What follows belongs to an exercise in optimizing a design on an open flow for small area, a short achievable clock period and few clock cycles per item; a production flow would make more cautious choices. Where RTL was checked, it was by simulation tests only, not by an equivalence proof against the original. The flow treats the clock pin as an ideal source. Dropping or thinning the clock tree relies on that and would not hold on a real chip. No activity file was given, so power comes from the tool's default toggle rates.

## v6
Design fc_layer, start of the top module:
module fc_layer #(
    parameter IN_SIZE = 75,
    parameter OUT_SIZE = 10,
    parameter DATA_WIDTH = 16
)(
    input  wire clk,
    input  wire reset_n,
    input  wire start_fc,
    input  wire data_valid,
    input  wire signed [DATA_WIDTH-1:0] map_in_serial,
    input  wire signed [DATA_WIDTH-1:0] weight_serial,
    input  wire signed [DATA_WIDTH-1:0] bias_serial,
    output reg finish_fc,
    output reg signed [DATA_WIDTH-1:0] predict_out,
    output reg predict_out_valid
);
Size in the first run: about 2700 cells after synthesis, roughly 1500 flip-flops, about 70 I/O pins, about 53000 sq um of cells after synthesis.
Settings: LEC_CHECK=0, CAP_MARGIN=20, CORE_MARGIN=2, CORE_UTILIZATION=50, CTS_CLUSTER_DIAMETER=100, CTS_CLUSTER_SIZE=30, PLACE_DENSITY=0.6, SLEW_MARGIN=20, SYNTH_MEMORY_MAX_BITS=16384; clock period 15.0 ns.
standard.sh (not shown) runs the stock make flow with config.mk's settings and CLKGATE_MAP_FILE= SYNTH_SCRIPT=/design/flow/synth_recipe.tcl, a recipe that flattens the netlist after the stock synthesis.
==> flow/flow/run.sh <==
#!/bin/bash
# Standard ORFS layout (the standard.sh, unchanged synthesis and steps).
# Differences: the resizer's repair_timing is asked for a setup margin, so it
# works on paths well below the 15 ns period; ABC maps for a shorter period;
# ports get buf_1 buffers (the resizer upsizes them where timing needs it).
# The SDC (period, I/O delays, loads) is not changed.
set -euo pipefail
bash standard.sh SETUP_SLACK_MARGIN=10.8 ABC_CLOCK_PERIOD_IN_PS=3800 \
  "BUFFER_PORTS_ARGS=-buffer_cell sky130_fd_sc_hd__buf_1" finish > standard_flow.log 2>&1
Setup changes, v6 to v7
--- a/flow/design.v
+++ b/flow/design.v
@@ -22,42 +22,46 @@
     reg ring_en;          
     reg ring_ld;          
     reg en;               
     reg first;            
     reg lastp;            
     reg push;             
     reg push2;            
+    reg bv;               
+    reg b9;               
     reg [15:0] d;         
-    wire ld_b = data_valid && (phase == LD_B);
-    wire last_b = (cnt_o == OUT_SIZE-1);
     reg [7:0] neg, one, two;
     always @(posedge clk or negedge reset_n) begin
         if (!reset_n) begin
             phase <= IDLE;
             cnt_i <= 7'd0;
             cnt_o <= 4'd0;
             ring_en <= 1'b0;
             ring_ld <= 1'b0;
             en <= 1'b0;
             first <= 1'b0;
             lastp <= 1'b0;
             push <= 1'b0;
             push2 <= 1'b0;
+            bv <= 1'b0;
+            b9 <= 1'b0;
             predict_out_valid <= 1'b0;
             finish_fc <= 1'b0;
         end else begin
             ring_en <= data_valid && (phase == LD_X || phase == LD_W);
             ring_ld <= (phase == LD_X);
             en <= data_valid && (phase == LD_W);
             first <= data_valid && (phase == LD_W) && (cnt_i == 7'd0);
             lastp <= data_valid && (phase == LD_W) && (cnt_i == IN_SIZE-1) && (cnt_o != OUT_SIZE-1);
             push <= lastp;
             push2 <= push;
-            predict_out_valid <= ld_b;
-            finish_fc <= ld_b && last_b;
+            bv <= data_valid && (phase == LD_B);
+            b9 <= (cnt_o == OUT_SIZE-1);
+            predict_out_valid <= bv;
+            finish_fc <= bv && b9;
             if (start_fc) begin
                 phase <= LD_X;
                 cnt_i <= 7'd0;
                 cnt_o <= 4'd0;
             end else if (data_valid) begin
                 case (phase)
                     LD_X: begin
@@ -87,15 +91,15 @@
                     end
                     default: ;
                 endcase
             end
         end
     end
     always @(posedge clk) begin
-        d <= map_in_serial;
+        d <= (phase == LD_X) ? map_in_serial : bias_serial;
     end
     wire [15:0] wv = (data_valid && phase == LD_W) ? weight_serial : 16'd0;
     wire [16:0] wx = {wv, 1'b0};
     integer b;
     always @(posedge clk)
         for (b = 0; b < 8; b = b + 1) begin
             neg[b] <= wx[2*b+2];
@@ -1036,12 +1040,12 @@
     end
     wire [28:0] sum = acc_s + acc_c;
     reg [15:0] sum_r;     
     always @(posedge clk)
         sum_r <= sum[28:13];
     reg [16*(OUT_SIZE-1)-1:0] psum;
     always @(posedge clk)
-        if (push2 || (ld_b && !last_b))
+        if (push2 || (bv && !b9))
             psum <= {sum_r, psum[16*(OUT_SIZE-1)-1:16]};
     always @(posedge clk)
-        predict_out <= (last_b ? sum_r : psum[15:0]) + bias_serial;
+        predict_out <= (b9 ? sum_r : psum[15:0]) + d;
 endmodule
## What came out
- The lower share of synthesized area spent on multiplexers of v6 and v7 is in v6.
- Per the comparison of v7 with v6, violation count after the first detailed-route iteration now smaller; starting density of the core neither gained nor lost much; worst path required time went down by 3.63 ns; die area went up by 450 sq um; filler cell count has decreased.
- v7 and v6 ended up with roughly the same final instance area.
- Summary of v7 over v6: clock buffer instance count of the final layout shows a reduction of 15; wire length shows an increase of about 0.8%; highest net fanout along the worst path shows a reduction of 2.
Testbench counts of v7, summed over its fixed seeds: cycles 53,568, images 64.
Function not checked in v6: the RTL went through the layout flow alone.

* * *

main:
Another version of the RTL of fc_layer (not shown whole).
For scale: ~70 I/O pins.
clock: 15.0 ns
lec_check: 0
cap_margin: 20
core_margin: 2
core_utilization: 65
cts_cluster_diameter: 100
cts_cluster_size: 30
place_density: 0.75
slew_margin: 20
synth_memory_max_bits: 16384
==> flow/flow/run.sh <==
#!/bin/bash
# Standard ORFS layout (the standard.sh: ORFS synthesis and steps).
# Differences:
# - synthesis skips Yosys's early "abc -fast" (SYNTH_ARGS=-noabc), so the
#   full adders written out in the RTL are extracted without inverters
#   between them; registers (names and cells) are the same as the standard
#   synthesis, and ORFS's own ABC mapping still runs;
# - the resizer's repair_timing is asked for a setup margin, so it works on
#   paths well below the 15 ns period; ABC maps for a shorter period;
# - ports get buf_1 buffers (the resizer upsizes them where timing needs it);
# - CTS inserts no dummy loads;
set -euo pipefail
VARS=(SYNTH_ARGS=-noabc SETUP_SLACK_MARGIN=11.1 ABC_CLOCK_PERIOD_IN_PS=3800
  "BUFFER_PORTS_ARGS=-buffer_cell sky130_fd_sc_hd__buf_1"
  "CTS_ARGS=-sink_clustering_enable -repair_clock_nets -sink_clustering_size 30 -sink_clustering_max_diameter 100 -dont_use_dummy_load")
bash standard.sh "${VARS[@]}" cts > standard_flow_cts.log 2>&1
ODB=orfs/results/sky130hd/fc_layer/base/4_cts.odb CLK_PORT=clk \
  openroad -no_init -exit flow/noroot.tcl > noroot.log 2>&1
bash standard.sh "${VARS[@]}" finish > standard_flow_finish.log 2>&1
==> flow/flow/noroot.tcl <==
read_db $::env(ODB)
set block [ord::get_db_block]
set clkport [$block findBTerm $::env(CLK_PORT)]
set clknet [$clkport getNet]
set its [$clknet getITerms]
puts "noroot: clock port net [$clknet getName] has [llength $its] cell pins"
if {[llength $its] != 1} { puts "noroot: unexpected, leaving the tree as it is"; exit 0 }
set rootA [lindex $its 0]
set root [$rootA getInst]
set master [[$root getMaster] getName]
if {![string match "sky130_fd_sc_hd__clkbuf_*" $master]} { puts "noroot: root is $master, leaving"; exit 0 }
set rootX [$root findITerm X]
set net0 [$rootX getNet]
set sinks {}
foreach it [$net0 getITerms] {
  if {[$it getInst] ne $root} { lappend sinks $it }
}
puts "noroot: root [$root getName] ($master) drives [llength $sinks] pins"
if {[llength $sinks] > 4 || [llength [$net0 getBTerms]] > 0} { puts "noroot: too many, leaving"; exit 0 }
foreach it $sinks {
  set m [[[$it getInst] getMaster] getName]
  if {![string match "sky130_fd_sc_hd__clkbuf_*" $m]} { puts "noroot: sink is $m, leaving"; exit 0 }
}
foreach it $sinks {
  $it disconnect
  $it connect $clknet
}
$rootA disconnect
$rootX disconnect
odb::dbInst_destroy $root
odb::dbNet_destroy $net0
puts "noroot: clock port now drives [llength [$clknet getITerms]] pins"
write_db $::env(ODB)
main ended with every stage complete and zero timing, DRC or antenna violations.
Testbench counts of main, summed over its fixed seeds: cycles 53,568, images 64.
Modified inputs, the feature branch compared to main
-- flow/design.v --
<<< main, line 62
        end
    end
    wire is_x = (ph_now == LD_X);
    wire is_w = (ph_now == LD_W);
    wire is_b = (ph_now == LD_B);
    always @(posedge clk or negedge reset_n) begin
        if (!reset_n) begin
>>> the feature branch, line 62
        end
    end
    wire p_x = (phase == LD_X);
    wire p_w = (phase == LD_W);
    wire p_b = (phase == LD_B);
    wire is_x = p_x & ~(v_r & last_i);
    wire is_w = (p_w & ~(v_r & last_i & last_o)) | (p_x & v_r & last_i);
    wire is_b = (p_b & ~(v_r & last_o)) | (p_w & v_r & last_i & last_o);
    wire first_now = is_w & (v_r ? last_i : (cnt_i == 7'd0));
    wire last_now = is_w & (v_r ? (cnt_i == IN_SIZE-2) : last_i) & ~last_o;
    wire b9_now = (v_r & ((p_w & last_i) | p_b)) ? (cnt_o == OUT_SIZE-2) : last_o;
    always @(posedge clk or negedge reset_n) begin
        if (!reset_n) begin
<<< main, line 84
            ring_ld <= is_x;
            en <= data_valid && is_w;
            first <= data_valid && is_w && (ci_now == 7'd0);
            lastp <= data_valid && is_w && (ci_now == IN_SIZE-1) && (co_now != OUT_SIZE-1);
            push <= lastp;
            first_d <= first;
            bv <= data_valid && is_b;
            b9 <= (co_now == OUT_SIZE-1);
            if (start_fc) begin
                phase <= LD_X;
>>> the feature branch, line 90
            ring_ld <= is_x;
            en <= data_valid && is_w;
            first <= data_valid && first_now;
            lastp <= data_valid && last_now;
            push <= lastp;
            first_d <= first;
            bv <= data_valid && is_b;
            b9 <= b9_now;
            if (start_fc) begin
                phase <= LD_X;
Notes after the runs:
Re synthesized instance count: the feature branch is about 0.9% up on main. Diff the feature branch and main: global-route usage over all layers lower in main. Origin of the worst setup path = predict_out[13]: the feature branch; origin of the worst setup path = finish_fc: main. In the tables for the feature branch and main, number of cell instances on the worst register-to-register path reads higher with main. On ratio of cells with drive above 1 in the final layout, the feature branch tracks main almost exactly. The highest metal layer with signal wires comes out met5 in one run and met4 in the other, namely in the feature branch and main respectively. Relative to main, proportion of power drawn by the clock network has increased by 0.8 points in the feature branch. Total detailed-routing wirelength of the feature branch exceeds that of main by a few percent.
Testbench counts of the feature branch, summed over its fixed seeds: cycles 53,568, images 64.

[port drivers added, routing unchanged]
Ports are ideal in the flow. The routed layouts listed here were re-timed in OpenROAD. Step 1 sets driving cells, clkbuf_16 on the clock port and buf_2 on the other inputs (assumed; they add their load-dependent delay and slew). Step 2, shift: input delay + t, output delay - t, t = (earliest + latest rising clock arrival at the registers) / 2. This alone moves slack from input paths to output paths. Three values: ideal, step 1, step 2; two values: the first two.
run | shift t [ns] | setup slack, ns | worst setup path after step 2 | worst slew at a driven data input, ns
v6 | 0.754 | 10.557 / 10.605 / 9.851 | input to register | 0.10
v7 | 0.748 | 10.795 / 10.726 / 10.258 | input to register | 0.17
main | 0.555 | 11.091 / 10.966 / 10.680 | input to register | 0.14
the feature branch | 0.561 | 11.059 / 10.944 / 10.824 | input to register | 0.07
After both steps every run listed still meets setup and hold. For v6, which loses most, drivers alone change the setup slack by +0.048 ns; drivers and shift together by -0.706 ns.
